Source: an optimization exercise on an open RTL-to-GDS flow (aim: small area). Production flows keep margins and buffers that such runs may drop.
In this exercise RTL edits were held to simulation tests only and were not proved equivalent to the original.
The clock port is modelled as an ideal driver; clocking choices that lean on that would not hold on a real chip.
Power figures rest on the tool's default switching activity, not on a simulated workload.

==> job 8196 <==
==> flow/design.v (excerpt) <==
module jukebox_top (
    input        clk,         
    input        rst_n,       
    input        uart_rx,     
    output       led_blink,
    output       led_pwm,
    output       buzzer,
    output       lcd_rs,
    output       lcd_en,
    output [3:0] lcd_data
);
==> module jukebox_top, before the edit <==
module jukebox_top (
    input        clk,         
    input        rst_n,       
    input        uart_rx,     
    output       led_blink,
    output       led_pwm,
    output       buzzer,
    output       lcd_rs,
    output       lcd_en,
    output [3:0] lcd_data
);
reg [18:0] counter;
always @(posedge clk) begin
    if (!rst_n) counter <= 19'd0;
    else        counter <= counter + 19'd1;
end
assign led_blink = counter[12];
wire [1:0]  fade_w = counter[17:16];
wire [15:0] fade_x = counter[15:0];
assign led_pwm = (fade_w == 2'd1 && fade_x != 16'hFFFF) ||
                 (fade_w == 2'd2 && fade_x <= 16'd43689) ||
                 (fade_w == 2'd3 && fade_x <= 16'd21844);
wire [6:0] uart_data;
uart_rx u_uart (
    .i_CLK(clk),
    .i_RST_N(rst_n),
    .i_RX(uart_rx),
    .o_DATA(uart_data)
);
localparam [3:0] N_REST = 4'd0, N_C4 = 4'd1, N_D4 = 4'd2, N_E4 = 4'd3,
                 N_F4 = 4'd4, N_G4 = 4'd5, N_A4 = 4'd6, N_B4 = 4'd7, N_C5 = 4'd8;
localparam [13:0] JC_1     = 14'b00000000000001;
localparam [13:0] JC_12500 = 14'b10110000010010;
localparam [13:0] JC_15000 = 14'b01101100110111;
reg [13:0] jukebox_counter;    
reg        jukebox_late;       
reg [7:0]  jukebox_index;      
reg [3:0]  jukebox_note;       
reg [6:0]  line2_char;         
wire period_end = (jukebox_counter == JC_15000);
wire counter_0  = (jukebox_counter == 14'd0);
wire counter_1  = (jukebox_counter == JC_1);
wire note_end   = (jukebox_counter == JC_12500);
wire resting      = counter_0 || jukebox_late;
wire resting_next = note_end || jukebox_late;
localparam [7:0] SILENCE = 8'h3F;
localparam [1023:0] NOTE_TABLE = 1024'h0000000000000000012233440566551102334455023344550122334405665511000000000000000000000000000000000000123223333212303332220333212300000000000000000000000000000000000000000000000000000000876543210000000000000000000000000000000000005667702332555205667702332555;
wire [3:0] index_note = NOTE_TABLE[{jukebox_index, 2'b00} +: 4];
wire [1:0] song     = jukebox_index[7:6];
wire [5:0] position = jukebox_index[5:0];
wire index_end = (jukebox_index == {2'd1, 6'd8})  || (jukebox_index == {2'd2, 6'd29}) ||
                 (jukebox_index == {2'd3, 6'd48}) || (jukebox_index == {2'd0, 6'd29});
wire       song_char = (uart_data[6:3] == 4'b1000) && (uart_data[2:0] != 3'd0) &&
                       (uart_data[2:0] <= 3'd4);       
wire [1:0] char_song = uart_data[1:0];
wire       same_song = (song == char_song) && (char_song != 2'd0 || !position[5]);
reg [7:0] index_next;
always @(*) begin
    index_next = jukebox_index;
    if (period_end) begin
        if (!song_char)     index_next = SILENCE;
        else if (same_song) index_next = {song, position + 6'd1};
        else                index_next = {char_song, 6'd0};
    end
    if (index_end && counter_1) index_next = SILENCE;
end
wire [3:0] note_next = (!resting && !resting_next && !index_end) ? index_note : jukebox_note;
wire [3:0] music_note      = resting ? N_REST : jukebox_note;
wire [3:0] music_note_next = resting_next ? N_REST : note_next;
always @(posedge clk) begin
    if (!rst_n) begin
        jukebox_counter <= 14'd0;
        jukebox_late <= 1'b0;
        jukebox_index <= SILENCE;
        jukebox_note <= N_REST;
    end else begin
        jukebox_index <= index_next;
        jukebox_note <= note_next;
        if (period_end) begin
            jukebox_counter <= 14'd0;
            jukebox_late <= 1'b0;
        end else begin
            jukebox_counter <= {jukebox_counter[12:0],
                                ~^{jukebox_counter[13], jukebox_counter[1], jukebox_counter[0]}};
            if (note_end) jukebox_late <= 1'b1;
        end
    end
end
always @(posedge clk) begin
    if (period_end) line2_char <= uart_data;
end
reg [15:0] music_counter;      
reg        music_below;
reg        tone_out;
reg [15:0] lim_wrap;
reg [15:0] lim_half;
always @(*) begin
    case (music_note)
        N_C4: begin lim_wrap = 16'd188; lim_half = 16'd94; end
        N_D4: begin lim_wrap = 16'd168; lim_half = 16'd84; end
        N_E4: begin lim_wrap = 16'd149; lim_half = 16'd74; end
        N_F4: begin lim_wrap = 16'd141; lim_half = 16'd70; end
        N_G4: begin lim_wrap = 16'd125; lim_half = 16'd62; end
        N_A4: begin lim_wrap = 16'd111; lim_half = 16'd55; end
        N_B4: begin lim_wrap = 16'd99;  lim_half = 16'd49; end
        N_C5: begin lim_wrap = 16'd93;  lim_half = 16'd46; end
        default: begin lim_wrap = 16'd49998; lim_half = 16'd24999; end
    endcase
end
always @(posedge clk) begin
    if (!rst_n) begin
        music_counter <= 16'd0;
        music_below <= 1'b1;
        tone_out <= 1'b0;
    end else begin
        music_counter <= music_below ? music_counter + 16'd1 : 16'd0;
        music_below <= !music_below || (music_counter < lim_wrap);
        tone_out <= (music_note_next != N_REST) && (!music_below || (music_counter < lim_half));
    end
end
assign buzzer = tone_out;
wire lcd_copy = (counter[14:0] == 15'h3FFF);
reg [6:0] lcd_char;
always @(posedge clk) begin
    if (lcd_copy) lcd_char <= line2_char;
end
lcd u_lcd (
    .CLOCK(clk),
    .SYNC_RST(rst_n),
    .REFRESH(counter[14]),
    .SCROLL(counter[18:15]),
    .VALID(counter[14]),
    .CHAR2(lcd_char),
    .LCD_RS(lcd_rs),
    .LCD_EN(lcd_en),
    .LCD_DATA(lcd_data)
);
endmodule
export LEC_CHECK = 0
export CAP_MARGIN = 20
export CORE_MARGIN = 2
export CORE_UTILIZATION = 65
export SLEW_MARGIN = 20
create_clock -name core_clock -period 80.0 [get_ports {clk}]
standard.sh (not shown) runs the stock make flow with config.mk's settings and CLKGATE_MAP_FILE= SYNTH_SCRIPT=/design/flow/synth_recipe.tcl, a recipe that flattens the netlist after the stock synthesis.
==> flow/flow/run.sh <==
#!/bin/bash
# Layout flow: the standard synthesis, then the combinational logic between
# the registers is re-mapped for area with ABC (registers, their names and cell
# types are kept), then the standard layout from floorplan to finish with a
# smaller clock tree (small buffers, no dummy loads, leaf buffers upsized only
# where the flip-flops' clock edge is slow) and small port buffers.
set -euo pipefail
W=$(pwd)
F=$W/flow
R=$W/orfs/results/$FLOW_PLATFORM/jukebox_top/base
YOSYS=$(command -v yosys || echo "$FLOW_HOME/../tools/install/yosys/bin/yosys")

bash standard.sh synth > "$W/log_1_standard_synth.txt" 2>&1

cp "$R/1_2_yosys.v" "$W/standard_synth.v"
export LIBFILE="$FLOW_HOME/platforms/$FLOW_PLATFORM/lib/sky130_fd_sc_hd__tt_025C_1v80.lib"
export CELLMAP="$W/cellmap.v"
export STD_NETLIST="$W/standard_synth.v"
export OUT_NETLIST="$W/resynth.v"
export ABC_SCRIPT="$F/area.abc"
"$YOSYS" -c "$F/cellmap.tcl" > "$W/log_2_cellmap.txt" 2>&1
"$YOSYS" -c "$F/resynth.tcl" > "$W/log_3_resynth.txt" 2>&1

cp "$OUT_NETLIST" "$R/1_2_yosys.v"
rm -f "$R/1_synth.odb" "$R/1_synth.sdc"
bash standard.sh \
  "CTS_ARGS=$(cat "$F/cts_args.txt")" \
  "BUFFER_PORTS_ARGS=-buffer_cell sky130_fd_sc_hd__buf_1" \
  "POST_CTS_TCL=$F/post_cts.tcl" \
  finish > "$W/log_4_standard_layout.txt" 2>&1
Other scripts of this flow, unchanged in this note and not shown: flow/flow/area.abc, flow/flow/cellmap.tcl, flow/flow/cts_args.txt, flow/flow/post_cts.tcl, flow/flow/resynth.tcl
==> job 5002 (differences from job 8196) <==
--- a/flow/design.v
+++ b/flow/design.v
@@ -16,9 +16,18 @@
 end
 assign led_blink = counter[12];
-wire [1:0]  fade_w = counter[17:16];
+reg pwm_on;
+wire [1:0] fade_w = counter[17:16];
 wire [15:0] fade_x = counter[15:0];
-assign led_pwm = (fade_w == 2'd1 && fade_x != 16'hFFFF) ||
-                 (fade_w == 2'd2 && fade_x <= 16'd43689) ||
-                 (fade_w == 2'd3 && fade_x <= 16'd21844);
+always @(posedge clk) begin
+    if (!rst_n)
+        pwm_on <= 1'b0;
+    else if (fade_x == 16'hFFFF)
+        pwm_on <= (fade_w != 2'd3);
+    else if ((fade_w == 2'd1 && fade_x == 16'hFFFE) ||
+             (fade_w == 2'd2 && fade_x == 16'd43689) ||
+             (fade_w == 2'd3 && fade_x == 16'd21844))
+        pwm_on <= 1'b0;
+end
+assign led_pwm = pwm_on;
 wire [6:0] uart_data;
 uart_rx u_uart (
@@ -31,4 +40,5 @@
                  N_F4 = 4'd4, N_G4 = 4'd5, N_A4 = 4'd6, N_B4 = 4'd7, N_C5 = 4'd8;
 localparam [13:0] JC_1     = 14'b00000000000001;
+localparam [13:0] JC_2     = 14'b00000000000010;
 localparam [13:0] JC_12500 = 14'b10110000010010;
 localparam [13:0] JC_15000 = 14'b01101100110111;
@@ -36,14 +46,12 @@
 reg        jukebox_late;       
 reg [7:0]  jukebox_index;      
-reg [3:0]  jukebox_note;       
 reg [6:0]  line2_char;         
 wire period_end = (jukebox_counter == JC_15000);
 wire counter_0  = (jukebox_counter == 14'd0);
 wire counter_1  = (jukebox_counter == JC_1);
+wire counter_2  = (jukebox_counter == JC_2);
 wire note_end   = (jukebox_counter == JC_12500);
-wire resting      = counter_0 || jukebox_late;
-wire resting_next = note_end || jukebox_late;
 localparam [7:0] SILENCE = 8'h3F;
-localparam [1023:0] NOTE_TABLE = 1024'h0000000000000000012233440566551102334455023344550122334405665511000000000000000000000000000000000000123223333212303332220333212300000000000000000000000000000000000000000000000000000000876543210000000000000000000000000000000000005667702332555205667702332555;
+localparam [1023:0] NOTE_TABLE = 1024'h0000000000000000012233440566551102334455023344550122334405665511000000000000000000000000000000000000123223333212303332220333212300000000000000000000000000000000000000000000000000000008876543210000000000000000000000000000000000005667702332555205667702332555;
 wire [3:0] index_note = NOTE_TABLE[{jukebox_index, 2'b00} +: 4];
 wire [1:0] song     = jukebox_index[7:6];
@@ -51,21 +59,20 @@
 wire index_end = (jukebox_index == {2'd1, 6'd8})  || (jukebox_index == {2'd2, 6'd29}) ||
                  (jukebox_index == {2'd3, 6'd48}) || (jukebox_index == {2'd0, 6'd29});
-wire       song_char = (uart_data[6:3] == 4'b1000) && (uart_data[2:0] != 3'd0) &&
-                       (uart_data[2:0] <= 3'd4);       
-wire [1:0] char_song = uart_data[1:0];
+wire       song_char = (line2_char[6:3] == 4'b1000) && (line2_char[2:0] != 3'd0) &&
+                       (line2_char[2:0] <= 3'd4);       
+wire [1:0] char_song = line2_char[1:0];
 wire       same_song = (song == char_song) && (char_song != 2'd0 || !position[5]);
 reg [7:0] index_next;
 always @(*) begin
     index_next = jukebox_index;
-    if (period_end) begin
+    if (counter_1) begin
         if (!song_char)     index_next = SILENCE;
         else if (same_song) index_next = {song, position + 6'd1};
         else                index_next = {char_song, 6'd0};
     end
-    if (index_end && counter_1) index_next = SILENCE;
+    if (index_end && counter_2) index_next = SILENCE;
 end
-wire [3:0] note_next = (!resting && !resting_next && !index_end) ? index_note : jukebox_note;
-wire [3:0] music_note      = resting ? N_REST : jukebox_note;
-wire [3:0] music_note_next = resting_next ? N_REST : note_next;
+wire       resting    = counter_0 || jukebox_late;
+wire [3:0] music_note = resting ? N_REST : index_note;
 always @(posedge clk) begin
     if (!rst_n) begin
@@ -73,11 +80,11 @@
         jukebox_late <= 1'b0;
         jukebox_index <= SILENCE;
-        jukebox_note <= N_REST;
+        line2_char <= "X";
     end else begin
         jukebox_index <= index_next;
-        jukebox_note <= note_next;
         if (period_end) begin
             jukebox_counter <= 14'd0;
             jukebox_late <= 1'b0;
+            line2_char <= uart_data;
         end else begin
             jukebox_counter <= {jukebox_counter[12:0],
@@ -87,7 +94,4 @@
     end
 end
-always @(posedge clk) begin
-    if (period_end) line2_char <= uart_data;
-end
 reg [15:0] music_counter;      
 reg        music_below;
@@ -116,8 +120,8 @@
         music_counter <= music_below ? music_counter + 16'd1 : 16'd0;
         music_below <= !music_below || (music_counter < lim_wrap);
-        tone_out <= (music_note_next != N_REST) && (!music_below || (music_counter < lim_half));
+        tone_out <= !music_below || (music_counter < lim_half);
     end
 end
-assign buzzer = tone_out;
+assign buzzer = tone_out && (music_note != N_REST);
 wire lcd_copy = (counter[14:0] == 15'h3FFF);
 reg [6:0] lcd_char;
==> results.txt <==
item                                                            job 8196                       job 5002
Critical path buffers and inverters                                    1                              2
Multi-input combinational cell count                                 573                            584
Min Clock Period, post-route                                    19.73 ns                       19.71 ns
Placeable Area                                                 9200 um^2                      9110 um^2
Total routing usage reported by global routing                     30.4%                          30.6%
Wire length of the first global-routing pass                     25.3 mm                        25.2 mm
Y dimension of the die                                            101 um                         100 um
Combinational gate power                                         8.61 uW                        11.4 uW
Average routed wire per standard cell                            15.5 um                        15.3 um
Non-clock buffers, area share                                     0.982%                          1.12%
Outcome                                                   finished clean                 finished clean
Number of signal-net buffers in the layout                            14                             15
Met1 track demand over resource in global routing                  36.4%                          39.9%
Clk pwr share                                                      29.8%                          28.7%
Beginning of the critical path                     counter[1]$_SDFF_PN0_  jukebox_index[0]$_SDFFE_PP1P_
Worst-Margin Slew                                               0.877 ns                       0.920 ns
Post-synthesis area per instance                               7.52 um^2                      7.30 um^2
Period utilization                                                 24.7%                          24.6%

==> port drivers added, routing unchanged <==
No port has a modelled driver above. Below, the same layouts with a new extraction and two added sets of constraints. Step 1, drivers: a clkbuf_16 drives clk and a buf_2 each remaining input, both assumed. Step 2 times the ports against the registers' clock, not the clock port: input delays grow and output delays shrink by t, the midpoint of the rising clock arrivals with the driver on. Slacks: ideal ports / drivers / drivers and shift; pairs: ideal ports / drivers.
| run | t, ns | setup slack, ns | worst data-port slew with drivers (ns) | cell pins on the clock port's net |
|---|---|---|---|---|
| job 8196 | 0.427 | 60.269 / 60.233 / 60.660 | 0.04 | 1 |
| job 5002 | 0.422 | 60.288 / 60.252 / 60.674 | 0.03 | 1 |
After both steps every run listed still meets setup and hold.
